Background: an optimization exercise with open tools, aiming at small area, a short achievable clock period and few clock cycles. Do not read the settings as production practice.
Where RTL was checked, it was by simulation tests only, not by an equivalence proof against the original.
Function not checked in runs 2 to 5: the RTL went through the layout flow alone.
The clock input has no modelled driver; a real chip could not lean on it and would need a root buffer or a full tree.
Power figures rest on the tool's default switching activity, not on a simulated workload.

## flow/design.v (module list and top-level ports; edited modules follow where they fit)
// module cl_inv: 1 lines
// module cl_nand2: 1 lines
// module cl_nor2: 1 lines
// module cl_xor2: 1 lines
// module cl_xnor2: 1 lines
// module cl_aoi21: 1 lines
// module cl_oai21: 1 lines
// module cl_mux2: 1 lines
// module cl_nand3: 1 lines
// module cl_nor3: 1 lines
// module cl_nand4: 1 lines
// module cl_ao2111: 1 lines
// module cl_dff: 1 lines
// module rv_add32c: 347 lines
// module rv_add11: 96 lines
// module rv_neq32: 71 lines
// module rf_aoi3: 6 lines
// module rf_aoi2: 6 lines
// module rf_bit: 29 lines
// module regfile: 67 lines
// module rv_top: 237 lines
module rv_top (
    input               clk_i,
    input               rst_ni,
    output logic [31:0] addr_o,
    input        [31:0] instr_i,
    input        [31:0] data_i,
    output logic        data_we_o,
    output logic [31:0] data_o,
    output logic [31:0] data_addr_o
);
  // ...
==> flow/flow/run.sh <==
#!/bin/bash
# Layout flow: the standard flow (standard.sh: ORFS synthesis through
# final layout, unchanged constraints), with these settings changed:
#  - repair_timing is asked for a larger setup margin, so it keeps improving
#    paths beyond the 12 ns clock (the SDC and the clock are unchanged);
#  - clock tree synthesis clusters up to 25 flip-flops per leaf buffer and
#    inserts no dummy loads, which makes a smaller tree, from buf_12 cells;
#  - flow/cts_hook.tcl removes the tree's root buffer, so the clock port
#    drives the four first-level buffers directly;
#  - the input and output ports are buffered with buf_4 cells (the standard flow's flow
#    picks a delay cell for them).
# Each tool's output goes to the ORFS logs under orfs/logs/; the make output
# goes to standard.log in this folder.
set -e
bash standard.sh \
  SETUP_SLACK_MARGIN=8.8 \
  "CTS_ARGS=-sink_clustering_enable -repair_clock_nets -dont_use_dummy_load -buf_list sky130_fd_sc_hd__buf_12 -sink_clustering_size 25 -sink_clustering_max_diameter 100" \
  PRE_CTS_TCL=$PWD/flow/cts_hook.tcl \
  "BUFFER_PORTS_ARGS=-buffer_cell sky130_fd_sc_hd__buf_4" \
  finish > standard.log 2>&1
==> flow/flow/cts_hook.tcl <==
rename clock_tree_synthesis orig_clock_tree_synthesis
proc clock_tree_synthesis { args } {
  orig_clock_tree_synthesis {*}$args
  set block [ord::get_db_block]
  set port [$block findBTerm clk_i]
  if { $port == "NULL" } { puts "cts_hook: no clk_i port"; return }
  set pnet [$port getNet]
  set pins [$pnet getITerms]
  if { [llength $pins] != 1 } {
    puts "cts_hook: clk_i drives [llength $pins] pins, tree left as built"
    return
  }
  set root [[lindex $pins 0] getInst]
  set onet ""
  foreach it [$root getITerms] {
    if { [$it isOutputSignal] } { set onet [$it getNet] }
  }
  if { $onet == "" || $onet == "NULL" } { puts "cts_hook: root has no output net"; return }
  set loads {}
  foreach it [$onet getITerms] {
    if { [$it getInst] != $root } { lappend loads $it }
  }
  if { [llength $loads] > 4 || [llength $loads] == 0 || [llength [$onet getBTerms]] > 0 } {
    puts "cts_hook: root [$root getName] drives [llength $loads] pins, tree left as built"
    return
  }
  foreach it $loads {
    puts "cts_hook: [[$it getInst] getName] now driven by clk_i"
    $it disconnect
    $it connect $pnet
  }
  puts "cts_hook: removed root buffer [$root getName] ([[$root getMaster] getName])"
  odb::dbInst_destroy $root
  odb::dbNet_destroy $onet
}
==> flow/standard.sh <==
#!/bin/bash
# synth_recipe.tcl (not shown) runs the flow's synth.tcl, then flattens the netlist and writes it again
# the make line also repeats each setting of config.mk as NAME=value (left out here)
make -C /OpenROAD-flow-scripts/flow DESIGN_CONFIG=/design/flow/config.mk WORK_HOME=/design/flow/orfs CLKGATE_MAP_FILE= SYNTH_SCRIPT=/design/flow/synth_recipe.tcl "${@:-finish}"
==> flow/config.mk <==
export PLATFORM = sky130hd
export DESIGN_NAME = rv_top
export DESIGN_NICKNAME = rv_top
export VERILOG_FILES = /design/flow/design.v
export SDC_FILE = /design/flow/constraint.sdc
export NUM_CORES = 8
export LEC_CHECK = 0
export CAP_MARGIN = 20
export CORE_MARGIN = 2
export CORE_UTILIZATION = 30
export SETUP_SLACK_MARGIN = 0.5
export SLEW_MARGIN = 20
export SYNTH_HIERARCHICAL = 1
export SYNTH_MINIMUM_KEEP_SIZE = 0
==> flow/constraint.sdc <==
create_clock -name core_clock -period 12.0 [get_ports {clk_i}]
set_input_delay 2.4000 -clock core_clock [delete_from_list [all_inputs] [get_ports {clk_i}]]
set_output_delay 2.4000 -clock core_clock [all_outputs]
set_load 0.01 [all_outputs]
==> run notes, run 1 <==
worst hold path depth=0; status=finished clean; largest family of logic cells by synthesized area=compound AO/OA/AOI/OAI gates; Post-route DRC=0; Fin Setup TNS=0 ns; grt peak-use layer=met2; Top reg by flops=u_regfile.reg_array; worst r2r path cells=12; slowest cell on the critical path=dfxtp_4; worst reg-to-reg setup slack=8.78 ns; Critical Path Source=pc_f[2]$_DFF_P_; GPL Wtd Cong=0.922; max reg flops=992; simple-gate share of the synthesized area=0.0666; layout cells sized above 1=0.179; chip height=429 microns; Arr. time, crit path=0.98 ns; Total Power=8.71 mW; Final Setup Violations=0; core area=179,000 sq um; hold violation total from the final report=0; min cycle time layout=3.38 ns; bufs w/o clock=280; dominant synthesized flop cell=edfxtp_1; Rows=155; Synth area leaders=edfxtp_1 (56%), a222oi_1 (12%), dfxtp_1 (11%); WHS Endpoint=ld_m$_DFF_P_; most frequent cells in the layout=edfxtp_1 (1,014), a222oi_1 (672), dfxtp_1 (201); fill cell count=17,100; DR WL met2=87.5 mm; wire length on met3=18.4 mm; syn_area_per_cell=14.8 sq um; DRT iter0 DRCs=7,425; cells along the critical path=buf_6; Cell Area, Placed=58,700 sq um; antenna cells=4; synthesized netlist cell count=3,668; Sequential Power=5.38 mW; register area=36,400 sq um; Ys Warns=10
Testbench counts, summed over its fixed seeds: cycles 62,844.
==> module rv_top, before the edit <==
module rv_top (
    input               clk_i,
    input               rst_ni,
    output logic [31:0] addr_o,
    input        [31:0] instr_i,
    input        [31:0] data_i,
    output logic        data_we_o,
    output logic [31:0] data_o,
    output logic [31:0] data_addr_o
);
    logic [11:1] pc_f;           
    logic        v_d;            
    logic [31:0] ir_d;           
    logic [11:1] pc_d;           
    logic        byp_a_d;        
    logic        byp_b_d;        
    logic        imm_d;          
    logic        v_e;
    logic        wr_e, ld_e, st_e, br_e;
    logic        add_e, sub_e, and_e, or_e, lui_e;
    logic [3:0]  fa_e, fb_e;     
    logic [ 4:0] rd_e;
    logic [31:0] a_e, b_e;       
    logic [11:0] simm_e;         
    logic [11:1] tgt_e;
    logic        wr_m, ld_m, st_m;
    logic [ 4:0] rd_m;
    logic [31:0] res_m, s_m;
    logic [31:0] addr_m;         
    logic        stall_d;        
    logic        redir_e;        
    assign addr_o = {20'b0, pc_f, 1'b0};
    logic [11:1] tgt_f;
    rv_add11 u_tgt_f (
        .a_i ( pc_f ),
        .b_i ( {instr_i[7], instr_i[30:25], instr_i[11:8]} ),
        .s_o ( tgt_f )
    );
    logic        btb_v;
    logic [11:1] btb_pc, btb_tgt;
    logic [11:1] seq_f;
    logic        hit_f;
    logic        jmp_d;
    logic [11:1] tgt_d;
    assign seq_f = pc_f + 11'd2;
    assign hit_f = btb_v & (seq_f == btb_pc);
    always_ff @(posedge clk_i) begin
        if (!rst_ni) begin
            btb_v <= 1'b0;
        end else if (v_d && jmp_d) begin
            btb_v <= 1'b1;
        end
    end
    always_ff @(posedge clk_i) begin
        if (v_d && jmp_d) begin
            btb_pc  <= pc_d;
            btb_tgt <= tgt_d;
        end
    end
    logic [11:1] e2_f, e1_f, e0_f, next_f;
    always_comb begin
        if (stall_d)      e2_f = pc_d;
        else if (hit_f)   e2_f = btb_tgt;
        else              e2_f = seq_f;
    end
    for (genvar i = 1; i < 12; i++) begin : g_red_f
        cl_mux2 u_mux (.a(e2_f[i]), .b(tgt_e[i]), .s(redir_e), .y(e1_f[i]));
    end
    assign e0_f = e1_f & {11{rst_ni}};
    logic [4:0] x_f;
    logic       n0_f, n1_f, nlate_f;
    logic [2:0] take_f;
    for (genvar k = 0; k < 5; k++) begin : g_x_f
        cl_xnor2 u_x (.a(instr_i[15+k]), .b(instr_i[20+k]), .y(x_f[k]));
    end
    cl_nand3 u_n0_f (.a(x_f[0]), .b(x_f[1]), .c(x_f[2]),    .y(n0_f));
    cl_nand3 u_n1_f (.a(x_f[3]), .b(x_f[4]), .c(instr_i[6]), .y(n1_f));
    assign nlate_f = ~rst_ni | redir_e | stall_d;
    for (genvar j = 0; j < 3; j++) begin : g_take_f
        cl_nor3 u_take (.a(n0_f), .b(n1_f), .c(nlate_f), .y(take_f[j]));
    end
    for (genvar i = 1; i < 12; i++) begin : g_next_f
        cl_mux2 u_mux (.a(e0_f[i]), .b(tgt_f[i]), .s(take_f[(i-1)/4]), .y(next_f[i]));
    end
    always_ff @(posedge clk_i) begin
        pc_f <= next_f;
    end
    always_ff @(posedge clk_i) begin
        if (!rst_ni) begin
            v_d <= 1'b0;
        end else begin
            v_d <= ~redir_e & ~stall_d;
        end
    end
    logic       byp_a_f, byp_b_f, imm_f;
    logic [3:0] lo_a_d, lo_b_d;
    logic [7:0] hi_a_d, hi_b_d;
    assign byp_a_f = v_e & wr_e & (rd_e == instr_i[19:15]);
    assign byp_b_f = v_e & wr_e & (rd_e == instr_i[24:20]);
    assign imm_f   = ~instr_i[5] | instr_i[2];            
    always_ff @(posedge clk_i) begin
        ir_d    <= instr_i;
        pc_d    <= pc_f;
        byp_a_d <= byp_a_f;
        byp_b_d <= byp_b_f;
        imm_d   <= imm_f;
        for (int i = 0; i < 4; i++) begin
            lo_a_d[i] <= (instr_i[16:15] == 2'(i));
            lo_b_d[i] <= (instr_i[21:20] == 2'(i));
        end
        for (int i = 0; i < 8; i++) begin
            hi_a_d[i] <= (instr_i[19:17] == 3'(i)) & ~byp_a_f;
            hi_b_d[i] <= (instr_i[24:22] == 3'(i)) & ~byp_b_f & ~imm_f;
        end
    end
    logic [6:0] op_d;
    logic [4:0] rs1_d, rs2_d, rd_d;
    logic [2:0] f3_d;
    assign op_d  = ir_d[6:0];
    assign rd_d  = ir_d[11:7];
    assign f3_d  = ir_d[14:12];
    assign rs1_d = ir_d[19:15];
    assign rs2_d = ir_d[24:20];
    logic is_br_d, is_lui_d, is_alu_d, is_r_d, is_ld_d, is_st_d;
    assign is_br_d  = op_d[6];
    assign is_lui_d = op_d[2];
    assign is_alu_d = op_d[4];                        
    assign is_r_d   = op_d[5] & op_d[4] & ~op_d[2];
    assign is_ld_d  = ~op_d[6] & ~op_d[5] & ~op_d[4];
    assign is_st_d  = ~op_d[6] &  op_d[5] & ~op_d[4];
    logic wr_d, use1_d, use2_d;
    assign wr_d   = (is_alu_d | is_ld_d) & (rd_d != 5'd0);
    assign use1_d = ~is_lui_d;
    assign use2_d = op_d[5] & ~op_d[2];                
    logic [31:0] immb_d;
    assign immb_d = is_lui_d ? {ir_d[31:12], 12'b0} : {{20{ir_d[31]}}, ir_d[31:20]};
    logic [31:0] wb_data;
    logic [31:0] a_d, b_d;
    assign wb_data = ld_m ? data_i : res_m;
    regfile #(.NA(1), .NB(2)) u_regfile (
        .clk_i    ( clk_i                ),
        .lo_a_i   ( lo_a_d               ),
        .hi_a_i   ( hi_a_d               ),
        .xa_en_i  ( byp_a_d & ~ld_m      ),
        .xa_i     ( res_m                ),
        .la_en_i  ( byp_a_d & ld_m       ),
        .la_i     ( data_i               ),
        .rd_a_o   ( a_d                  ),
        .lo_b_i   ( lo_b_d               ),
        .hi_b_i   ( hi_b_d               ),
        .xb_en_i  ( {byp_b_d & ~imm_d & ~ld_m, imm_d} ),
        .xb_i     ( {res_m, immb_d}      ),
        .lb_en_i  ( byp_b_d & ~imm_d & ld_m ),
        .lb_i     ( data_i               ),
        .rd_b_o   ( b_d                  ),
        .wa_i     ( rd_m                 ),
        .wd_i     ( wb_data              ),
        .we_i     ( wr_m                 )
    );
    assign jmp_d = is_br_d & (rs1_d == rs2_d);
    assign tgt_d = pc_d + {ir_d[7], ir_d[30:25], ir_d[11:8]};
    logic hit1_e, hit2_e;
    assign hit1_e  = v_e & wr_e & (rd_e == rs1_d);
    assign hit2_e  = v_e & wr_e & (rd_e == rs2_d);
    assign stall_d = v_d & ~jmp_d & ld_e & ((use1_d & hit1_e) | (use2_d & hit2_e));
    logic b30_d, zero3_d;
    assign b30_d   = ir_d[30];
    assign zero3_d = (f3_d == 3'b000);
    always_ff @(posedge clk_i) begin
        if (!rst_ni) begin
            v_e <= 1'b0;
        end else begin
            v_e <= v_d & ~stall_d & ~redir_e;
        end
    end
    always_ff @(posedge clk_i) begin
        wr_e   <= wr_d;
        ld_e   <= is_ld_d;
        st_e   <= is_st_d;
        br_e   <= is_br_d & ~jmp_d;
        lui_e  <= is_lui_d;
        add_e  <= is_ld_d | is_st_d | (is_alu_d & ~is_lui_d & zero3_d);
        sub_e  <= is_r_d & zero3_d & b30_d;
        and_e  <= is_alu_d & ~is_lui_d & (f3_d == 3'b111) & ~b30_d;
        or_e   <= is_alu_d & ~is_lui_d & (f3_d == 3'b110) & ~b30_d;
        rd_e   <= rd_d;
        a_e    <= a_d;
        b_e    <= b_d;
        simm_e <= {ir_d[31:25], ir_d[11:7]};
        tgt_e  <= tgt_d;
    end
    for (genvar j = 0; j < 4; j++) begin : g_fwd
        cl_dff u_fa (.clk(clk_i), .d(hit1_e),          .q(fa_e[j]));
        cl_dff u_fb (.clk(clk_i), .d(hit2_e & use2_d), .q(fb_e[j]));
    end
    logic [31:0] a_x, b_x, o_x, sum_e, res_e;
    for (genvar i = 0; i < 32; i++) begin : g_opnd
        assign a_x[i] = fa_e[i/8] ? res_m[i] : a_e[i];
        assign b_x[i] = fb_e[i/8] ? res_m[i] : b_e[i];
    end
    assign o_x = st_e ? {{20{simm_e[11]}}, simm_e} : b_x ^ {32{sub_e}};
    rv_add32c u_add (
        .a_i   ( a_x   ),
        .b_i   ( o_x   ),
        .cin_i ( sub_e ),
        .s_o   ( sum_e )
    );
    always_comb begin
        res_e = 32'b0;
        if (add_e)      res_e = sum_e;
        else if (and_e) res_e = a_x & b_x;
        else if (or_e)  res_e = a_x | b_x;
        else if (lui_e) res_e = b_e;
    end
    logic neq_e;
    rv_neq32 u_neq (.a_i(a_x), .b_i(b_x), .neq_o(neq_e));
    assign redir_e = v_e & br_e & ~neq_e;
    always_ff @(posedge clk_i) begin
        if (!rst_ni) begin
            wr_m <= 1'b0;
            st_m <= 1'b0;
        end else begin
            wr_m <= v_e & wr_e;
            st_m <= v_e & st_e;
        end
    end
    always_ff @(posedge clk_i) begin
        ld_m  <= ld_e;
        rd_m  <= rd_e;
        res_m  <= res_e;
        addr_m <= sum_e;
        s_m    <= b_x;
    end
    assign data_we_o   = st_m;
    assign data_addr_o = addr_m;
    assign data_o      = s_m;
endmodule
==> inputs of run 2 (changes only) <==
--- a/flow/design.v
+++ b/flow/design.v
@@ -675,5 +675,5 @@
     logic [31:0] addr_m;         
-    logic        stall_d;        
     logic        redir_e;        
-    assign addr_o = {20'b0, pc_f, 1'b0};
+    logic [11:1] pc_o;
+    assign addr_o = {20'b0, pc_o, 1'b0};
     logic [11:1] tgt_f;
@@ -705,8 +705,4 @@
     end
-    logic [11:1] e2_f, e1_f, e0_f, next_f;
-    always_comb begin
-        if (stall_d)      e2_f = pc_d;
-        else if (hit_f)   e2_f = btb_tgt;
-        else              e2_f = seq_f;
-    end
+    logic [11:1] e2_f, e1_f, e0_f, h_f, next_f;
+    assign e2_f = hit_f ? btb_tgt : seq_f;
     for (genvar i = 1; i < 12; i++) begin : g_red_f
@@ -723,3 +719,3 @@
     cl_nand3 u_n1_f (.a(x_f[3]), .b(x_f[4]), .c(instr_i[6]), .y(n1_f));
-    assign nlate_f = ~rst_ni | redir_e | stall_d;
+    assign nlate_f = ~rst_ni | redir_e;
     for (genvar j = 0; j < 3; j++) begin : g_take_f
@@ -727,4 +723,6 @@
     end
+    logic hold_f;
     for (genvar i = 1; i < 12; i++) begin : g_next_f
-        cl_mux2 u_mux (.a(e0_f[i]), .b(tgt_f[i]), .s(take_f[(i-1)/4]), .y(next_f[i]));
+        cl_mux2 u_hold (.a(e0_f[i]), .b(pc_o[i]), .s(hold_f), .y(h_f[i]));
+        cl_mux2 u_mux (.a(h_f[i]), .b(tgt_f[i]), .s(take_f[(i-1)/4]), .y(next_f[i]));
     end
@@ -733,2 +731,5 @@
     end
+    for (genvar i = 1; i < 12; i++) begin : g_pc_o
+        cl_dff u_ff (.clk(clk_i), .d(next_f[i]), .q(pc_o[i]));
+    end
     always_ff @(posedge clk_i) begin
@@ -737,3 +738,3 @@
         end else begin
-            v_d <= ~redir_e & ~stall_d;
+            v_d <= ~redir_e & ~hold_f;
         end
@@ -746,2 +747,7 @@
     assign imm_f   = ~instr_i[5] | instr_i[2];            
+    logic ldu_f;
+    assign ldu_f = v_d & is_ld_d & wr_d & ~(~n0_f & ~n1_f) &                  
+                   ((~instr_i[2] & (rd_d == instr_i[19:15])) |               
+                    (instr_i[5] & ~instr_i[2] & (rd_d == instr_i[24:20])));   
+    assign hold_f = ldu_f & ~nlate_f;
     always_ff @(posedge clk_i) begin
@@ -810,3 +816,2 @@
     assign hit2_e  = v_e & wr_e & (rd_e == rs2_d);
-    assign stall_d = v_d & ~jmp_d & ld_e & ((use1_d & hit1_e) | (use2_d & hit2_e));
     logic b30_d, zero3_d;
@@ -818,3 +823,3 @@
         end else begin
-            v_e <= v_d & ~stall_d & ~redir_e;
+            v_e <= v_d & ~redir_e;
         end
--- a/flow/flow/run.sh
+++ b/flow/flow/run.sh
@@ -15,3 +15,3 @@
 bash standard.sh \
-  SETUP_SLACK_MARGIN=8.8 \
+  SETUP_SLACK_MARGIN=8.7 \
   "CTS_ARGS=-sink_clustering_enable -repair_clock_nets -dont_use_dummy_load -buf_list sky130_fd_sc_hd__buf_12 -sink_clustering_size 25 -sink_clustering_max_diameter 100" \
==> run notes, run 2 <==
Max Cap Viol=0 (unchanged); commonest non-fill, non-tap cell in the layout=edfxtp_1 (unchanged); register area=36,600 sq um (was 36,400 sq um); first-pass GRT wire length=268 mm (was 257 mm); design area=61,200 sq um (was 61,300 sq um); WL per Instance=30.4 microns (was 29.0 microns); dominant synthesized flop cell=edfxtp_1 (unchanged); fin nets=3,994 (was 3,982); CTS Sinks=1,314 (was 1,303); fin. max-slew vios=0 (unchanged); Final ANT Viol Nets=0 (unchanged); DRT iter0 DRCs=9,348 (was 7,425); initial antenna violation count=7 (was 6); Port Buf Inserts=138 (unchanged); P_sw=2.35 mW (was 2.31 mW); Seq cells post-synth=1,314 (was 1,303); fin crit share=0.344 (was 0.282); worst skew pair latency=0.46 ns (was 0.48 ns); VDD IR max=0.000124 V (was 0.000112 V); hold violation total from the final report=0 (unchanged); clock slew at reported path FFs=0.10 ns (was 0.11 ns); Detailed Route WL=191 mm (was 181 mm); Cell Area, Placed=59,000 sq um (was 58,700 sq um); starting density of the core=0.302 (was 0.303); number of enable flip-flop cells after synthesis=1,014 (unchanged); Rows=156 (was 155); Pwr per Cell Area=144 nW/um^2 (was 142 nW/um^2); Post-route DRC=0 (unchanged); final worst clock skew=0.101 ns (was 0.0555 ns); number of hold buffers added after cts=0 (unchanged); core area=181,000 sq um (was 179,000 sq um); Syn Std Cell Area=54,500 sq um (was 54,200 sq um); Tightest Pin Transition=1.14 ns (was 1.06 ns); f_max=242 MHz (was 296 MHz); Synth area leaders=edfxtp_1 (56%), a222oi_1 (12%), dfxtp_1 (11%) (unchanged); RSZ-0062 raised after global routing=yes (unchanged); Top reg by flops=u_regfile.reg_array (unchanged); synthesized netlist cell count=3,687 (was 3,668); max reg flops=992 (unchanged); count leader, synth=edfxtp_1 (unchanged); Yosys cell types=63 (was 70); vias in the first global route=36,400 (was 37,000); Synth area leader=edfxtp_1 (unchanged); crit start category=input port (was flop); Gate power share=0.144 (was 0.143); most frequent cells in the layout=edfxtp_1 (1,014), a222oi_1 (672), dfxtp_1 (215) (was edfxtp_1 (1,014), a222oi_1 (672), dfxtp_1 (201)); Max FO, Critical Path=5 (was 6); GPL Wtd Cong=0.913 (was 0.922); Final Setup Violations=0 (unchanged); internal power=6.45 mW (was 6.40 mW); register area share after synthesis=0.668 (was 0.669); Critical Path Source=instr_i[23] (was pc_f[2]$_DFF_P_); Total GRT Usage=0.196 (was 0.186); Setup crit end kind=flop (was primary output); Ys Warns=10 (unchanged); Die ar.=185,000 sq um (was 184,000 sq um); Critical Path RT=12.35 ns (was 9.60 ns); Via density=6.08 (was 6.06); antenna cells=0 (was 4); Relative slew margins=0.238 (was 0.295); Post-synth top cells=edfxtp_1 (1,014), a222oi_1 (672), dfxtp_1 (300), nand2_1 (188), nor2_1 (139) (was edfxtp_1 (1,014), a222oi_1 (672), dfxtp_1 (289), nand2_1 (179), nor2_1 (147)); largest net degree at the start of global routing=65 (unchanged); chip height=430 microns (was 429 microns); worst r2r src=g_fwd[3].u_fb.q$_DFF_P_ (was pc_f[6]$_DFF_P_); worst setup path category=input port to flop (was flop to primary output); status=finished clean (unchanged); Pleak=20.3 nW (about the same); Sw Share=0.267 (was 0.265); layout cells sized above 1=0.171 (was 0.179); min cycle time layout=4.13 ns (was 3.38 ns); sequential power share=0.615 (was 0.618); Worst Min Path Start=ld_e$_DFF_P_ (unchanged); final core utilization=0.339 (was 0.343); GR Overflow Total=0 (unchanged); P&R area growth vs syn=12.3% (was 13.2%); share of the synthesized area in the top cell type=0.558 (was 0.562); Final Hold Slack=0.331 ns (was 0.369 ns); area occupied by multi-input gates=17,600 sq um (was 17,800 sq um); Fin Setup TNS=0 ns (unchanged); syn_area_per_cell=14.8 sq um (about the same); worst min path class=flop to flop (unchanged); fill cell count=17,500 (was 17,100); Ports=163 (unchanged); Final HPWL DP=123 mm (about the same); Arr. time, crit path=4.48 ns (was 0.98 ns); Async SR Flop Fraction=0 (unchanged); DIE WIDTH=430 microns (was 429 microns); DR vias=38,200 (was 38,000); drt pass-1 iters=14 (was 17); clock network power share=0.242 (was 0.239)
run 2: cell count changes after synthesis, sizes merged, moves of 7 or more:
cell   before  now
nor2      147  140
mux2       60   75
nand2     180  189
dfxtp     289  300
nand3      82   71
xnor2      78   98
run 2: cell type report:
type / count / share of cell area
flip-flops and latches: 1314 / 0.597
multi-input cells: 2143 / 0.287
well taps: 2370 / 0.0484
repair buffers: 274 / 0.0404
clock buffers: 58 / 0.0190
inverters: 125 / 0.00766
run 2: cells by family (layout without fill, tap and decap cells):
group,after synthesis,count (layout),synth area share
DFF,1314,1314,0.668
muxes,143,143,0.0308
xor gates and xnor gates,215,215,0.0345
buffers and inverters,251,457,0.0219
and+or+nand+nor,695,695,0.0644
adders and majority gates,12,12,0.00289
other,1,21,0.0000688
AOI/OAI and AO/OA,1056,1057,0.177
run 2: per-layer routing:
| metal | GRT usage | up-vias | wire length [microns] |
|---|---|---|---|
| met5 | 0 | - | 0 |
| met4 | 0.0645 | 0 | 6960 |
| met3 | 0.0451 | 284 | 23300 |
| met2 | 0.324 | 2536 | 89500 |
| met1 | 0.253 | 19200 | 71300 |
| li1 | - | 16200 | - |
run 2: path summary, 6_finish.rpt:
check | end | slack (ns) | depth (start not counted)
setup / recovery | g_pc_o[6].u_ff.q$_DFF_P_ | 7.87 | 9
hold / removal | ld_m$_DFF_P_ | 0.33 | 0
setup reg to reg | g_pc_o[1].u_ff.q$_DFF_P_ | 8.07 | 14
hold reg to reg | ld_m$_DFF_P_ | 0.33 | 0
run 2: modules after synthesis, one instance, submodules excluded, a selection:
module / cells inside / times used / flops+latches / cell area (sq um)
cl_nor3: 1 / 3 / 0 / 10.0
cl_oai21: 1 / 57 / 0 / 5.00
cl_nand4: 1 / 128 / 0 / 6.26
cl_dff: 1 / 19 / 1 / 20.0
cl_mux2: 1 / 33 / 0 / 15.0
cl_ao2111: 1 / 64 / 0 / 11.3
rv_top: 1088 / 1 / 303 / 11400
cl_nor2: 1 / 81 / 0 / 3.75
cl_inv: 1 / 55 / 0 / 3.75
cl_nand3: 1 / 66 / 0 / 5.00
rv_add11: 11 / 1 / 0 / 82.6
run 2: through the flow:
stage	setup slack, ns	std cells	power [mW]
floorplan	7.34	3707	6.17
global placement	7.35	6197	6.59
detailed placement	7.32	6197	6.61
CTS	7.93	6273	8.78
global route	7.80	6284	9.06
finish	7.87	6284	8.79
run 2: worst max-delay path, stage by stage:
cell and delay (ns):
buf_12 0.11, xnor2_2 0.15, nand4_1 0.11, or3_4 0.40
a2111oi_4 0.40, buf_4 0.20, buf_8 0.13, mux2_4 0.30
mux2_4 0.27
run 2: power groups by stage:
stage | sequential (mW) | combinational [mW] | clock, mW
after floorplan | 5.44 | 0.724 | 0
after global placement | 5.47 | 1.12 | 0
after detailed placement | 5.47 | 1.14 | 0
after CTS | 5.40 | 1.22 | 2.16
after global routing | 5.42 | 1.35 | 2.28
final | 5.40 | 1.26 | 2.13
run 2: what timing repair did:
item                                    CTS  global route
cloned                                    2             0
setup buffers                            16            11
hold endpoints to repair                  0             0
endpoints found under the setup margin  139           131
resized for setup                       199            64
pin swaps                                11             9
==> inputs of run 3 (changes only) <==
--- a/flow/design.v
+++ b/flow/design.v
@@ -662,2 +662,3 @@
     logic        byp_b_d;        
+    logic        ldu_d;          
     logic        imm_d;          
@@ -675,2 +676,3 @@
     logic [31:0] addr_m;         
+    logic        stall_d;        
     logic        redir_e;        
@@ -705,4 +707,8 @@
     end
-    logic [11:1] e2_f, e1_f, e0_f, h_f, next_f;
-    assign e2_f = hit_f ? btb_tgt : seq_f;
+    logic [11:1] e2_f, e1_f, e0_f, next_f;
+    always_comb begin
+        if (stall_d)      e2_f = pc_d;
+        else if (hit_f)   e2_f = btb_tgt;
+        else              e2_f = seq_f;
+    end
     for (genvar i = 1; i < 12; i++) begin : g_red_f
@@ -719,3 +725,3 @@
     cl_nand3 u_n1_f (.a(x_f[3]), .b(x_f[4]), .c(instr_i[6]), .y(n1_f));
-    assign nlate_f = ~rst_ni | redir_e;
+    assign nlate_f = ~rst_ni | redir_e | stall_d;
     for (genvar j = 0; j < 3; j++) begin : g_take_f
@@ -723,6 +729,4 @@
     end
-    logic hold_f;
     for (genvar i = 1; i < 12; i++) begin : g_next_f
-        cl_mux2 u_hold (.a(e0_f[i]), .b(pc_o[i]), .s(hold_f), .y(h_f[i]));
-        cl_mux2 u_mux (.a(h_f[i]), .b(tgt_f[i]), .s(take_f[(i-1)/4]), .y(next_f[i]));
+        cl_mux2 u_mux (.a(e0_f[i]), .b(tgt_f[i]), .s(take_f[(i-1)/4]), .y(next_f[i]));
     end
@@ -738,3 +742,3 @@
         end else begin
-            v_d <= ~redir_e & ~hold_f;
+            v_d <= ~redir_e & ~stall_d;
         end
@@ -748,6 +752,5 @@
     logic ldu_f;
-    assign ldu_f = v_d & is_ld_d & wr_d & ~(~n0_f & ~n1_f) &                  
+    assign ldu_f = v_d & is_ld_d & wr_d &
                    ((~instr_i[2] & (rd_d == instr_i[19:15])) |               
                     (instr_i[5] & ~instr_i[2] & (rd_d == instr_i[24:20])));   
-    assign hold_f = ldu_f & ~nlate_f;
     always_ff @(posedge clk_i) begin
@@ -758,2 +761,3 @@
         imm_d   <= imm_f;
+        ldu_d   <= ldu_f;
         for (int i = 0; i < 4; i++) begin
@@ -816,2 +820,3 @@
     assign hit2_e  = v_e & wr_e & (rd_e == rs2_d);
+    assign stall_d = v_d & ~jmp_d & ldu_d;
     logic b30_d, zero3_d;
@@ -823,3 +828,3 @@
         end else begin
-            v_e <= v_d & ~redir_e;
+            v_e <= v_d & ~stall_d & ~redir_e;
         end
--- a/flow/flow/run.sh
+++ b/flow/flow/run.sh
@@ -10,3 +10,5 @@
 #  - the input and output ports are buffered with buf_4 cells (the standard flow's flow
-#    picks a delay cell for them).
+#    picks a delay cell for them);
+#  - flow/place_hook.tcl moves each flip-flop that only drives an output
+#    port's buffer next to that buffer after global placement.
 # Each tool's output goes to the ORFS logs under orfs/logs/; the make output
@@ -18,2 +20,3 @@
   PRE_CTS_TCL=$PWD/flow/cts_hook.tcl \
+  POST_GLOBAL_PLACE_TCL=$PWD/flow/place_hook.tcl \
   "BUFFER_PORTS_ARGS=-buffer_cell sky130_fd_sc_hd__buf_4" \
==> flow/flow/place_hook.tcl (new file) <==
# Sourced by ORFS's global_place.tcl after global placement
# (POST_GLOBAL_PLACE_TCL). For each output port driven by a buffer whose
# input comes straight from a flip-flop that drives nothing else, move the
# flip-flop next to the buffer, so that the flip-flop-to-port path has a
# short wire. Detailed placement legalizes the moved cells afterwards.
set block [ord::get_db_block]
set moved 0
foreach bterm [$block getBTerms] {
  if { [$bterm getIoType] != "OUTPUT" } { continue }
  set net [$bterm getNet]
  if { $net == "NULL" } { continue }
  set buf ""
  foreach it [$net getITerms] {
    if { [$it isOutputSignal] } { set buf [$it getInst] }
  }
  if { $buf == "" } { continue }
  # the buffer's input net and its driver
  set in_net ""
  foreach it [$buf getITerms] {
    if { [$it isInputSignal] } { set in_net [$it getNet] }
  }
  if { $in_net == "" || $in_net == "NULL" } { continue }
  set its [$in_net getITerms]
  if { [llength $its] != 2 } { continue }
  set ff ""
  foreach it $its {
    if { [$it isOutputSignal] } { set ff [$it getInst] }
  }
  if { $ff == "" } { continue }
  if { ![string match "*df*" [[$ff getMaster] getName]] } { continue }
  set loc [$buf getLocation]
  $ff setLocation [lindex $loc 0] [lindex $loc 1]
  incr moved
}
puts "place_hook: moved $moved output flip-flops next to their port buffers"
==> run notes, run 3 <==
status=finished clean (unchanged); Arr. time, crit path=1.09 ns (was 4.48 ns); Ports=163 (unchanged); TritonCTS clock tree=yes; fill cell count=17,300 (was 17,500); Async SR Flop Fraction=0 (unchanged); area occupied by multi-input gates=18,100 sq um (was 17,600 sq um); Port Buf Inserts=138 (unchanged); f_max=287 MHz (was 242 MHz); TritonCTS buffer count=67; Cell Area, Placed=59,200 sq um (was 59,000 sq um); Ys Warns=10 (unchanged); Setup crit end kind=primary output (was flop); Max Cap Viol=0 (unchanged); DRT iter0 DRCs=10,200 (was 9,348); fin nets=4,046 (was 3,994); final worst clock skew=0.0915 ns (was 0.101 ns); min cycle time layout=3.49 ns (was 4.13 ns); RSZ-0062 raised after global routing=yes (unchanged); dominant synthesized flop cell=edfxtp_1 (unchanged); clock slew at reported path FFs=0.10 ns (about the same); DIE WIDTH=431 microns (was 430 microns); cells along the critical path=buf_6 (was buf_12 -> xnor2_2 -> nand4_1 -> or3_4 -> a2111oi_4 -> buf_4 -> buf_8 -> mux2_4 -> mux2_4); syn_area_per_cell=14.7 sq um (was 14.8 sq um); GR Overflow Total=0 (unchanged); Post-synth top cells=edfxtp_1 (1,014), a222oi_1 (672), dfxtp_1 (301), nand2_1 (192), nor2_1 (167) (was edfxtp_1 (1,014), a222oi_1 (672), dfxtp_1 (300), nand2_1 (188), nor2_1 (139)); internal power=6.59 mW (was 6.45 mW); commonest non-fill, non-tap cell in the layout=edfxtp_1 (unchanged); initial antenna violation count=15 (was 7); Fin Setup TNS=0 ns (unchanged); core area=181,000 sq um (unchanged); Relative slew margins=0.135 (was 0.238); largest net degree at the start of global routing=65 (unchanged); Synth area leaders=edfxtp_1 (56%), a222oi_1 (12%), dfxtp_1 (11%) (unchanged); DR vias=40,700 (was 38,200); Detailed Route WL=216 mm (was 191 mm); register area=36,600 sq um (about the same); worst setup path category=flop to primary output (was input port to flop); crit start category=flop (was input port); max reg flops=992 (unchanged); Yosys cell types=66 (was 63); Via density=6.41 (was 6.08); Die ar.=185,000 sq um (about the same); sequential power share=0.601 (was 0.615); synthesized netlist cell count=3,716 (was 3,687); worst skew pair latency=0.66 ns (was 0.46 ns); Pwr per Cell Area=145 nW/um^2 (was 144 nW/um^2); Top reg by flops=u_regfile.reg_array (unchanged); vias in the first global route=38,700 (was 36,400); share of the synthesized area in the top cell type=0.558 (about the same); fin. max-slew vios=0 (unchanged); family with the most delay on the worst path=flip-flops (was multiplexers); CP Buf/Inv Count=1 (was 3); Final ANT Viol Nets=0 (unchanged); Critical Path RT=9.60 ns (was 12.35 ns); Seq cells post-synth=1,315 (was 1,314); Sw Share=0.270 (was 0.267); Rows=156 (unchanged); Tightest Pin Transition=1.30 ns (was 1.14 ns); P&R area growth vs syn=13.8% (was 12.3%); most frequent cells in the layout=edfxtp_1 (1,014), a222oi_1 (672), dfxtp_1 (209) (was edfxtp_1 (1,014), a222oi_1 (672), dfxtp_1 (215)); Post-route DRC=0 (unchanged); Max stage delay on crit path=0.33 ns (was 0.40 ns); chip height=431 microns (was 430 microns); WL per Instance=34.0 microns (was 30.4 microns); Synth area leader=edfxtp_1 (unchanged); count leader, synth=edfxtp_1 (unchanged); clock network power share=0.255 (was 0.242); number of enable flip-flop cells after synthesis=1,014 (unchanged); design area=62,100 sq um (was 61,200 sq um); slowest cell on the critical path=dfxtp_2 (was or3_4); layout cells sized above 1=0.190 (was 0.171); Max FO, Critical Path=1 (was 5); Gate power share=0.143 (was 0.144); drt pass-1 iters=22 (was 14); Syn Std Cell Area=54,600 sq um (was 54,500 sq um); CTS Sinks=1,315 (was 1,314); fin crit share=0.291 (was 0.344); hold violation total from the final report=0 (unchanged); starting density of the core=0.302 (about the same); Final Setup Violations=0 (unchanged); first-pass GRT wire length=293 mm (was 268 mm); worst min path class=flop to flop (unchanged); P_sw=2.44 mW (was 2.35 mW); register area share after synthesis=0.668 (about the same); VDD IR max=0.000110 V (was 0.000124 V); Pleak=20.6 nW (was 20.3 nW); Total GRT Usage=0.223 (was 0.196); Final HPWL DP=130 mm (was 123 mm)
==> run 3: layer usage <==
metal  vias to the layer above  share of wire  global-route usage
met1                     20000           0.35               0.271
li1                      16400              -                   -
met4                        12          0.072               0.138
met3                       744           0.13              0.0638
met5                         -        0.00032             0.00182
met2                      3586           0.44               0.347
==> run 3: per-stage QoR <==
stage / power [mW] / setup WS, ns / hold WS (ns) / utilization / std cells
2_1_floorplan: 6.17 / 8.39 / 0.310 / - / 3736
3_3_place_gp: 6.62 / 7.63 / 0.312 / 0.327 / 6231
3_5_place_dp: 6.64 / 7.63 / 0.317 / 0.328 / 6232
4_1_cts: 9.01 / 8.47 / 0.330 / 0.340 / 6307
5_1_grt: 9.31 / 8.48 / 0.350 / 0.344 / 6338
6_report: 9.03 / 8.51 / 0.328 / 0.344 / 6344
==> run 3: final cells by class <==
| type | instances | area share |
|---|---|---|
| Sequential cell | 1315 | 0.589 |
| Multi-Input combinational cell | 2167 | 0.291 |
| Tap cell | 2370 | 0.0477 |
| Timing Repair Buffer | 291 | 0.0421 |
| Clock buffer | 67 | 0.0216 |
| Inverter | 126 | 0.00765 |
| Antenna cell | 8 | 0.000322 |
==> run 3: final timing paths <==
check | startpoint | endpoint | slack, ns | cells after the start
worst max-delay path | addr_m[7]$_DFF_P_ | data_addr_o[7] | 8.51 | 1
worst min-delay path | ld_e$_DFF_P_ | ld_m$_DFF_P_ | 0.33 | 0
worst min register to register | ld_e$_DFF_P_ | ld_m$_DFF_P_ | 0.33 | 0
worst max register to register | g_fwd[0].u_fb.q$_DFF_P_ | g_pc_o[3].u_ff.q$_DFF_P_ | 8.74 | 16
==> run 3: per-module statistics from Yosys (local to each module, per instance), excerpt <==
module     flops+latches  cell area (sq um)  cells inside
cl_xor2                0               8.76             1
cl_ao2111              0               11.3             1
rv_top               304              11600          1128
cl_oai21               0               5.00             1
cl_mux2                0               15.0             1
cl_nor2                0               3.75             1
rf_aoi3                0               10.0             1
cl_xnor2               0               8.76             1
==> run 3: timing repair <==
| item | CTS | global route |
|---|---|---|
| setup endpoints to repair | 148 | 122 |
| cloned | 1 | 1 |
| pin swaps | 6 | 13 |
| setup buffers | 7 | 28 |
| gates resized for setup | 229 | 106 |
| hold buffers | 0 | 0 |
==> run 3: power groups by stage <==
stage	Sequential [mW]	Combinational, mW	Clock, mW
after floorplan	5.45	0.725	0
after global placement	5.49	1.13	0
after detailed placement	5.48	1.17	0
after CTS	5.41	1.25	2.35
after global routing	5.44	1.38	2.49
final	5.43	1.29	2.31
==> run 3: logic make-up after synthesis <==
| family | share of synthesized area |
|---|---|
| buffers and inverters | 0.0224 |
| other | 0.0000687 |
| AOI/OAI and AO/OA | 0.179 |
| muxes | 0.0246 |
| xor gates and xnor gates | 0.0348 |
| and+or+nand+nor | 0.0685 |
| adders and majority gates | 0.00289 |
| DFF | 0.668 |
==> inputs of run 4 (changes only) <==
--- a/flow/design.v
+++ b/flow/design.v
@@ -538,2 +538,47 @@
 endmodule
+module rv_isone32 (
+    input  [31:0] a_i,
+    output one_o
+);
+    wire w1, w2, w3, w4, w5, w6, w7, w8, w9, w10, w11, w12, w13, w14, w15, w16, w17, w18, w19, w20, w21, w22, w23, w24, w25, w26, w27, w28, w29, w30, w31, w32, w33, w34, w35, w36, w37, w38;
+    cl_inv u1 (.a(a_i[0]), .y(w1));
+    cl_nor2 u2 (.a(a_i[1]), .b(a_i[2]), .y(w2));
+    cl_nor2 u3 (.a(a_i[3]), .b(a_i[4]), .y(w3));
+    cl_nor2 u4 (.a(a_i[5]), .b(a_i[6]), .y(w4));
+    cl_nor2 u5 (.a(a_i[7]), .b(a_i[8]), .y(w5));
+    cl_nor2 u6 (.a(a_i[9]), .b(a_i[10]), .y(w6));
+    cl_nor2 u7 (.a(a_i[11]), .b(a_i[12]), .y(w7));
+    cl_nor2 u8 (.a(a_i[13]), .b(a_i[14]), .y(w8));
+    cl_nor2 u9 (.a(a_i[15]), .b(a_i[16]), .y(w9));
+    cl_nor2 u10 (.a(a_i[17]), .b(a_i[18]), .y(w10));
+    cl_nor2 u11 (.a(a_i[19]), .b(a_i[20]), .y(w11));
+    cl_nor2 u12 (.a(a_i[21]), .b(a_i[22]), .y(w12));
+    cl_nor2 u13 (.a(a_i[23]), .b(a_i[24]), .y(w13));
+    cl_nor2 u14 (.a(a_i[25]), .b(a_i[26]), .y(w14));
+    cl_nor2 u15 (.a(a_i[27]), .b(a_i[28]), .y(w15));
+    cl_nor2 u16 (.a(a_i[29]), .b(a_i[30]), .y(w16));
+    cl_inv u17 (.a(a_i[31]), .y(w17));
+    cl_nand2 u18 (.a(w2), .b(w3), .y(w18));
+    cl_nand2 u19 (.a(w4), .b(w5), .y(w19));
+    cl_nand2 u20 (.a(w6), .b(w7), .y(w20));
+    cl_nand2 u21 (.a(w8), .b(w9), .y(w21));
+    cl_nand2 u22 (.a(w10), .b(w11), .y(w22));
+    cl_nand2 u23 (.a(w12), .b(w13), .y(w23));
+    cl_nand2 u24 (.a(w14), .b(w15), .y(w24));
+    cl_nand2 u25 (.a(w16), .b(w17), .y(w25));
+    cl_inv u26 (.a(a_i[0]), .y(w26));
+    cl_nor2 u27 (.a(w18), .b(w19), .y(w27));
+    cl_nor2 u28 (.a(w20), .b(w21), .y(w28));
+    cl_nor2 u29 (.a(w22), .b(w23), .y(w29));
+    cl_nor2 u30 (.a(w24), .b(w25), .y(w30));
+    cl_inv u31 (.a(w26), .y(w31));
+    cl_nand2 u32 (.a(w27), .b(w28), .y(w32));
+    cl_nand2 u33 (.a(w29), .b(w30), .y(w33));
+    cl_inv u34 (.a(w31), .y(w34));
+    cl_nor2 u35 (.a(w32), .b(w33), .y(w35));
+    cl_inv u36 (.a(w34), .y(w36));
+    cl_nand2 u37 (.a(w35), .b(w36), .y(w37));
+    cl_inv u38 (.a(w37), .y(w38));
+    assign one_o = w38;
+endmodule
 module rf_aoi3 (
@@ -667,2 +712,3 @@
     logic        add_e, sub_e, and_e, or_e, lui_e;
+    logic        dec_e;          
     logic [3:0]  fa_e, fb_e;     
@@ -677,2 +723,3 @@
     logic        stall_d;        
+    logic        redir_d;        
     logic        redir_e;        
@@ -707,3 +754,3 @@
     end
-    logic [11:1] e2_f, e1_f, e0_f, next_f;
+    logic [11:1] e2_f, e1_f, e1d_f, e0_f, next_f;
     always_comb begin
@@ -716,3 +763,6 @@
     end
-    assign e0_f = e1_f & {11{rst_ni}};
+    for (genvar i = 1; i < 12; i++) begin : g_redd_f
+        cl_mux2 u_mux (.a(e1_f[i]), .b(tgt_d[i]), .s(redir_d), .y(e1d_f[i]));
+    end
+    assign e0_f = e1d_f & {11{rst_ni}};
     logic [4:0] x_f;
@@ -725,3 +775,3 @@
     cl_nand3 u_n1_f (.a(x_f[3]), .b(x_f[4]), .c(instr_i[6]), .y(n1_f));
-    assign nlate_f = ~rst_ni | redir_e | stall_d;
+    assign nlate_f = ~rst_ni | redir_e | stall_d | redir_d;
     for (genvar j = 0; j < 3; j++) begin : g_take_f
@@ -742,3 +792,3 @@
         end else begin
-            v_d <= ~redir_e & ~stall_d;
+            v_d <= ~redir_e & ~stall_d & ~redir_d;
         end
@@ -821,2 +871,6 @@
     assign stall_d = v_d & ~jmp_d & ldu_d;
+    logic early_d, one_e;
+    assign early_d = v_d & is_br_d & ~jmp_d & dec_e &
+                     (((rs2_d == 5'd0) & hit1_e) | ((rs1_d == 5'd0) & hit2_e));
+    assign redir_d = early_d & one_e;
     logic b30_d, zero3_d;
@@ -835,3 +889,4 @@
         st_e   <= is_st_d;
-        br_e   <= is_br_d & ~jmp_d;
+        br_e   <= is_br_d & ~jmp_d & ~early_d;
+        dec_e  <= is_alu_d & ~op_d[5] & ~is_lui_d & zero3_d & (ir_d[31:20] == 12'hfff);
         lui_e  <= is_lui_d;
@@ -872,2 +927,3 @@
     rv_neq32 u_neq (.a_i(a_x), .b_i(b_x), .neq_o(neq_e));
+    rv_isone32 u_one (.a_i(a_x), .one_o(one_e));
     assign redir_e = v_e & br_e & ~neq_e;
==> run notes, run 4 <==
Yosys cell types=67 (was 66); final core utilization=0.346 (was 0.344); Total GRT Usage=0.229 (was 0.223); fin nets=4,134 (was 4,046); Final WS setup=8.62 ns (was 8.51 ns); sequential power share=0.604 (was 0.601); Port Buf Inserts=138 (unchanged); fin crit share=0.282 (was 0.291); DIE WIDTH=432 microns (was 431 microns); f_max=296 MHz (was 287 MHz); final worst clock skew=0.0873 ns (was 0.0915 ns); Rows=157 (was 156); GR Overflow Total=0 (unchanged); Pleak=21.0 nW (was 20.6 nW); Seq cells post-synth=1,316 (was 1,315); count leader, synth=edfxtp_1 (unchanged); clock network power share=0.240 (was 0.255); number of hold buffers added after cts=0 (unchanged); most frequent cells in the layout=edfxtp_1 (1,014), a222oi_1 (672), buf_4 (219) (was edfxtp_1 (1,014), a222oi_1 (672), dfxtp_1 (209)); Detailed Route WL=226 mm (was 216 mm); post-synthesis mux area share=0.0272 (was 0.0246); Post-Synth XOR/XNOR Area=0.0349 (was 0.0348); Via density=6.48 (was 6.41); Ports=163 (unchanged); dominant synthesized flop cell=edfxtp_1 (unchanged); starting density of the core=0.301 (was 0.302); max reg flops=992 (unchanged); synthesized netlist cell count=3,785 (was 3,716); Max Cap Viol=0 (unchanged); family with the most delay on the worst path=multiplexers (was flip-flops); DRT iter0 DRCs=11,100 (was 10,200); Tightest Pin Transition=1.26 ns (was 1.30 ns); chip height=432 microns (was 431 microns); Top reg by flops=u_regfile.reg_array (unchanged); cells along the critical path=buf_12 -> mux2i_4 -> inv_2 -> xnor2_2 -> nand2_1 -> nor2_2 -> nand2_2 -> nor2_4 -> nand2_4 -> nor2_4 -> buf_12 -> mux2_4 -> mux2_4 -> and2_4 -> mux2_4 (was buf_6); worst setup path category=flop to flop (was flop to primary output); Post-route DRC=0 (unchanged); WL per Instance=35.0 microns (was 34.0 microns); status=finished clean (unchanged); P_sw=2.46 mW (was 2.44 mW); slowest cell on the critical path=dfxtp_4 (was dfxtp_2); Final HPWL DP=133 mm (was 130 mm); Setup crit end kind=flop (was primary output); Synth area leaders=edfxtp_1 (55%), a222oi_1 (12%), dfxtp_1 (11%) (was edfxtp_1 (56%), a222oi_1 (12%), dfxtp_1 (11%)); number of enable flip-flop cells after synthesis=1,014 (unchanged); largest family of logic cells by synthesized area=compound AO/OA/AOI/OAI gates (unchanged); Syn Std Cell Area=55,000 sq um (was 54,600 sq um); Final Setup Violations=0 (unchanged); Sw Share=0.273 (was 0.270); hold violation total from the final report=0 (unchanged); Final ANT Viol Nets=0 (unchanged); pre-CTS WS=7.24 ns (was 7.63 ns); P&R area growth vs syn=14.8% (was 13.8%); CTS Sinks=1,316 (was 1,315); Die ar.=187,000 sq um (was 185,000 sq um); clock slew at reported path FFs=0.11 ns (was 0.10 ns); vias in the first global route=39,800 (was 38,700); min cycle time layout=3.38 ns (was 3.49 ns); simple-gate share of the synthesized area=0.0706 (was 0.0685); syn_area_per_cell=14.5 sq um (was 14.7 sq um); crit start category=flop (unchanged); Max stage delay on crit path=0.41 ns (was 0.33 ns); Ys Warns=10 (unchanged); worst skew pair latency=0.50 ns (was 0.66 ns); Pwr per Cell Area=143 nW/um^2 (was 145 nW/um^2); layout cells sized above 1=0.213 (was 0.190); Relative slew margins=0.155 (was 0.135); Arr. time, crit path=3.71 ns (was 1.09 ns); Synth area leader=edfxtp_1 (unchanged); internal power=6.54 mW (was 6.59 mW); most used cell, CP=mux2_4; Async SR Flop Fraction=0 (unchanged); fin. max-slew vios=0 (unchanged); initial antenna violation count=26 (was 15); worst min path class=flop to flop (unchanged); VDD IR max=0.000131 V (was 0.000110 V); CP Buf/Inv Count=3 (was 1); register area share after synthesis=0.664 (was 0.668); complex-gate fraction of the synthesized area=0.178 (was 0.179); core area=182,000 sq um (was 181,000 sq um); Critical Path RT=12.33 ns (was 9.60 ns); largest net degree at the start of global routing=65 (unchanged); Gate power share=0.155 (was 0.143); commonest non-fill, non-tap cell in the layout=edfxtp_1 (unchanged); Max FO, Critical Path=6 (was 1); share of the synthesized area in the top cell type=0.554 (was 0.558); Fin Setup TNS=0 ns (unchanged); Post-synth top cells=edfxtp_1 (1,014), a222oi_1 (672), dfxtp_1 (302), nand2_1 (204), nor2_1 (176) (was edfxtp_1 (1,014), a222oi_1 (672), dfxtp_1 (301), nand2_1 (192), nor2_1 (167)); first-pass GRT wire length=304 mm (was 293 mm); RSZ-0062 raised after global routing=yes (unchanged); DR vias=41,800 (was 40,700); Synth Area in Adders=0.00287 (was 0.00289); drt pass-1 iters=14 (was 22)
## run 4: cell count changes in the layout (fill, tap and decap cells not counted), sizes merged, moves of 8 or more
cell | previous run | this run
buf | 358 | 375
nand2 | 192 | 204
mux2 | 54 | 65
nor4 | 4 | 14
o31ai | 32 | 42
a31oi | 0 | 9
nand4 | 134 | 143
a211oi | 10 | 2
nor2 | 168 | 176
## run 4: power by group through the flow
stage	logic (mW)	clock network, mW	registers [mW]
floorplan	0.741	0	5.45
CTS	1.25	2.18	5.41
global placement	1.14	0	5.49
global route	1.47	2.31	5.45
detailed placement	1.17	0	5.48
finish	1.40	2.16	5.44
## run 4: metal layers
metal  wire [microns]  GRT usage  vias up
met3            32300     0.0822      977
met1            75800      0.266    20300
li1                 -          -    16700
met2            99400      0.355     3772
met5              193          0        -
met4            18100      0.157       18
## run 4: layout make-up
| cell class | count | area, sq um |
|---|---|---|
| Antenna cell | 8 | 20.0 |
| Clock buffer | 59 | 1180 |
| Fill cell | 17500 | 119000 |
| Inverter | 134 | 509 |
| Multi-Input combinational cell | 2224 | 18700 |
| Sequential cell | 1316 | 36600 |
| Tap cell | 2385 | 2980 |
| Timing Repair Buffer | 321 | 3030 |
## run 4: worst paths after layout
path,startpoint,end,slack [ns],depth (start not counted)
min,ld_e$_DFF_P_,ld_m$_DFF_P_,0.33,0
max reg2reg,g_fwd[3].u_fa.q$_DFF_P_,g_pc_o[11].u_ff.q$_DFF_P_,8.62,15
max,g_fwd[3].u_fa.q$_DFF_P_,g_pc_o[11].u_ff.q$_DFF_P_,8.62,15
min reg2reg,ld_e$_DFF_P_,ld_m$_DFF_P_,0.33,0
## run 4: per-module statistics from Yosys (local to each module, per instance), excerpt
module | cells | flops+latches | area (sq um)
cl_ao2111 | 1 | 0 | 11.3
cl_aoi21 | 1 | 0 | 8.76
cl_nand2 | 1 | 0 | 3.75
cl_nor2 | 1 | 0 | 3.75
cl_xnor2 | 1 | 0 | 8.76
rv_top | 1149 | 305 | 11700
## run 4: what timing repair did
| action | 4_1_cts | 5_1_grt |
|---|---|---|
| endpoints found under the setup margin | 146 | 129 |
| pin swaps | 8 | 36 |
| cloned | 0 | 4 |
| buffers inserted | 18 | 52 |
| gates resized for setup | 250 | 163 |
## run 4: cell families after synthesis
family,Yosys count
flops,1316
fa+ha+maj,12
compound gates,1072
buf+inv,265
xor+xnor,214
mux,129
simple gates,776
other cells,1
## run 4: metrics by stage
stage	instances	area [sq um]	hold slack (ns)	power, mW
global placement	6306	59600	0.315	6.63
floorplan	3805	55200	0.310	6.19
finish	6447	63100	0.331	9.00
CTS	6383	61800	0.332	8.84
detailed placement	6306	59600	0.315	6.65
global route	6442	63100	0.338	9.23
==> inputs of run 5 (changes only) <==
--- a/flow/flow/run.sh
+++ b/flow/flow/run.sh
@@ -10,5 +10,3 @@
 #  - the input and output ports are buffered with buf_4 cells (the standard flow's flow
-#    picks a delay cell for them);
-#  - flow/place_hook.tcl moves each flip-flop that only drives an output
-#    port's buffer next to that buffer after global placement.
+#    picks a delay cell for them).
 # Each tool's output goes to the ORFS logs under orfs/logs/; the make output
@@ -20,3 +18,2 @@
   PRE_CTS_TCL=$PWD/flow/cts_hook.tcl \
-  POST_GLOBAL_PLACE_TCL=$PWD/flow/place_hook.tcl \
   "BUFFER_PORTS_ARGS=-buffer_cell sky130_fd_sc_hd__buf_4" \
removed: flow/flow/place_hook.tcl
==> run notes, run 5 <==
status=finished clean (unchanged); worst skew pair latency=0.51 ns (was 0.50 ns); fin crit share=0.285 (was 0.282); hold violation total from the final report=0 (unchanged); chip height=432 microns (unchanged); Final ANT Viol Nets=0 (unchanged); first-pass GRT wire length=304 mm (about the same); Final Hold Slack=0.404 ns (was 0.331 ns); Max Cap Viol=0 (unchanged); DRT iter0 DRCs=10,900 (was 11,100); number of hold buffers added after cts=0 (unchanged); Final HPWL DP=134 mm (was 133 mm); P&R area growth vs syn=14.3% (was 14.8%); Relative slew margins=0.260 (was 0.155); dominant synthesized flop cell=edfxtp_1 (unchanged); GPL Wtd Cong=0.961; Critical Path RT=9.60 ns (was 12.33 ns); Ports=163 (unchanged); worst r2r src=g_fwd[1].u_fb.q$_DFF_P_ (was g_fwd[3].u_fa.q$_DFF_P_); core area=182,000 sq um (unchanged); number of enable flip-flop cells after synthesis=1,014 (unchanged); RSZ-0062 raised after global routing=yes (unchanged); layout cells sized above 1=0.210 (was 0.213); cells along the critical path=buf_6 (was buf_12 -> mux2i_4 -> inv_2 -> xnor2_2 -> nand2_1 -> nor2_2 -> nand2_2 -> nor2_4 -> nand2_4 -> nor2_4 -> buf_12 -> mux2_4 -> mux2_4 -> and2_4 -> mux2_4); worst setup path category=flop to primary output (was flop to flop); count leader, synth=edfxtp_1 (unchanged); WL per Instance=34.8 microns (was 35.0 microns); Final WS setup=8.58 ns (was 8.62 ns); Seq cells post-synth=1,316 (unchanged); synthesized netlist cell count=3,785 (unchanged); min cycle time layout=3.42 ns (was 3.38 ns); max layer used=met5 (unchanged); Pleak=20.9 nW (was 21.0 nW); Synth area leaders=edfxtp_1 (55%), a222oi_1 (12%), dfxtp_1 (11%) (unchanged); starting density of the core=0.301 (unchanged); Setup crit end kind=primary output (was flop); DR vias=41,700 (was 41,800); final worst clock skew=0.132 ns (was 0.0873 ns); CTS Sinks=1,316 (unchanged); f_max=292 MHz (was 296 MHz); wire length on met3=31.7 mm (was 32.3 mm); Detailed Route WL=224 mm (was 226 mm); Async SR Flop Fraction=0 (unchanged); R2R Path End=g_pc_o[11].u_ff.q$_DFF_P_ (unchanged); Tightest Pin Transition=1.11 ns (was 1.26 ns); Port Buf Inserts=138 (unchanged); worst min path class=flop to flop (unchanged); worst hold path depth=0 (unchanged); DIE WIDTH=432 microns (unchanged); fin. max-slew vios=0 (unchanged); Max FO, Critical Path=1 (was 6); pre-CTS WS=7.24 ns (about the same); family with the most delay on the worst path=flip-flops (was multiplexers); VDD IR max=0.000129 V (was 0.000131 V); drt pass-1 iters=13 (was 14); Arr. time, crit path=1.02 ns (was 3.71 ns); max reg flops=992 (unchanged); commonest non-fill, non-tap cell in the layout=edfxtp_1 (unchanged); Die ar.=187,000 sq um (unchanged); Pwr per Cell Area=142 nW/um^2 (was 143 nW/um^2); syn_area_per_cell=14.5 sq um (unchanged); worst r2r path cells=15 (unchanged); Top reg by flops=u_regfile.reg_array (unchanged); M1 wire length=74.7 mm (was 75.8 mm); Ys Warns=10 (unchanged); Max stage delay on crit path=0.42 ns (was 0.41 ns); vias in the first global route=40,300 (was 39,800); Yosys cell types=67 (unchanged); Worst Min Path Start=ld_e$_DFF_P_ (unchanged); final cell count without fillers=6,435 (was 6,447); final core utilization=0.344 (was 0.346); largest net degree at the start of global routing=65 (unchanged); Post-route DRC=0 (unchanged); CP Buf/Inv Count=1 (was 3); Via density=6.48 (about the same); most frequent cells in the layout=edfxtp_1 (1,014), a222oi_1 (672), buf_4 (210) (was edfxtp_1 (1,014), a222oi_1 (672), buf_4 (219)); Final Setup Violations=0 (unchanged); clock slew at reported path FFs=0.11 ns (about the same); WHS Endpoint=ld_m$_DFF_P_ (unchanged); Fin Setup TNS=0 ns (unchanged); placed cell count=6,306 (unchanged); Critical Path Stages=1 (was 15); Syn Std Cell Area=55,000 sq um (unchanged); crit start category=flop (unchanged); DR WL met2=99.2 mm (was 99.4 mm); Total GRT Usage=0.230 (was 0.229); worst reg-to-reg setup slack=8.66 ns (was 8.62 ns); register area share after synthesis=0.664 (unchanged); Post-synth top cells=edfxtp_1 (1,014), a222oi_1 (672), dfxtp_1 (302), nand2_1 (204), nor2_1 (176) (unchanged); Synth area leader=edfxtp_1 (unchanged); fin nets=4,113 (was 4,134); initial antenna violation count=23 (was 26); share of the synthesized area in the top cell type=0.554 (unchanged); Rows=157 (unchanged); GR Overflow Total=0 (unchanged); slowest cell on the critical path=dfxtp_4 (unchanged)
-- run 5: cell counts after synthesis --
Identical to the previous run, type by type.
-- run 5: area by class of cell --
type                            instances  area, sq um
Timing Repair Buffer                  299         2740
Antenna cell                           17         42.5
Sequential cell                      1316        36700
Clock buffer                           60         1200
Fill cell                           17500       120000
Multi-Input combinational cell       2224        18700
Inverter                              134          509
Tap cell                             2385         2980
-- run 5: logic make-up (layout without fill, tap and decap cells) --
logic type | count (synthesis) | after routing | share of synthesized area
fa+ha+maj | 12 | 12 | 0.00287
mux | 129 | 129 | 0.0272
simple gates | 776 | 776 | 0.0706
other cells | 1 | 38 | 0.0000682
buf+inv | 265 | 493 | 0.0227
xor+xnor | 214 | 214 | 0.0349
flops | 1316 | 1316 | 0.664
compound gates | 1072 | 1072 | 0.178
-- run 5: what timing repair did --
item / CTS / global route
setup buffers: 24 / 28
endpoints found under the setup margin: 141 / 119
resized for setup: 283 / 128
pin swaps: 12 / 31
-- run 5: through the flow --
stage / area (sq um) / total power, mW
3_5_place_dp: 59600 / 6.65
4_1_cts: 62000 / 8.87
6_report: 62800 / 8.95
5_1_grt: 62800 / 9.19
3_3_place_gp: 59600 / 6.63
2_1_floorplan: 55200 / 6.19
-- run 5: worst max-delay path by stage --
stage,from,end,slack [ns]
finish,s_m[1]$_DFF_P_,data_o[1],8.58
global route,s_m[0]$_DFF_P_,data_o[0],8.56
CTS,s_m[2]$_DFF_P_,data_o[2],8.55
detailed placement,g_fwd[3].u_fb.q$_DFF_P_,g_pc_o[11].u_ff.q$_DFF_P_,7.24
global placement,g_fwd[3].u_fb.q$_DFF_P_,g_pc_o[11].u_ff.q$_DFF_P_,7.28
floorplan,instr_i[9],g_pc_o[10].u_ff.q$_DFF_P_,8.39
-- run 5: layer usage --
layer  track usage  vias up
met5       0.00572        -
met3        0.0849      966
met1         0.263    20400
li1              -    16600
met4         0.163       18
met2         0.356     3712
-- run 5: power by group --
part / leakage (nW) / switching (mW) / internal, mW
sequential: 11.8 / 0.187 / 5.26
combinational: 8.50 / 0.846 / 0.476
clock: 0.564 / 1.40 / 0.775
total: 20.9 / 2.43 / 6.52
-- run 5: Yosys stat by module, one instance, submodules excluded, a selection --
module / copies in the design / cell area, sq um / flops+latches
cl_nor2: 101 / 3.75 / 0
cl_aoi21: 38 / 8.76 / 0
rv_add32c: 1 / 240 / 0
cl_dff: 19 / 20.0 / 1
rf_aoi2: 32 / 12.5 / 0
cl_nand4: 128 / 6.26 / 0
cl_nand3: 66 / 5.00 / 0
rv_top: 1 / 11700 / 305
cl_oai21: 57 / 5.00 / 0
rf_aoi3: 672 / 10.0 / 0
cl_xor2: 69 / 8.76 / 0
-- run 5: worst reg2reg max path: cells and delay by family (launching register included) --
family	cells	cell delay, ns
buf+inv	3	0.44
simple gates	7	0.99
xor+xnor	1	0.20
mux	4	1.15
flops	1	0.40

port drivers added, routing unchanged:
In the flow no input, the clock included, has a driving cell. The finished layouts below were timed again as built, in two steps. Step 1 sets driving cells, clkbuf_16 on the clock port and buf_2 on the other inputs (assumed; they add their load-dependent delay and slew). Step 2 times the ports against the registers' clock, not the clock port: input delays grow and output delays shrink by t, the midpoint of the rising clock arrivals with the driver on. Slacks: ideal / step 1 / step 2; pairs: ideal / step 1.
| run | t, ns | setup slack, ns | worst data-port slew with drivers (ns) | pins driven straight from the clock port |
|---|---|---|---|---|
| run 1 | 0.599 | 8.616 / 8.465 / 8.252 | 0.18 | 4 |
| run 2 | 0.569 | 7.871 / 7.968 / 7.400 | 0.10 | 4 |
| run 3 | 0.706 | 8.513 / 8.426 / 8.086 | 0.24 | 1 |
| run 4 | 0.597 | 8.616 / 8.502 / 8.190 | 0.26 | 4 |
| run 5 | 0.606 | 8.575 / 8.409 / 8.217 | 0.18 | 4 |
After both steps setup and hold are still met in every run listed. For run 2, which loses most, drivers alone change the setup slack by +0.097 ns; drivers and shift together by -0.471 ns.
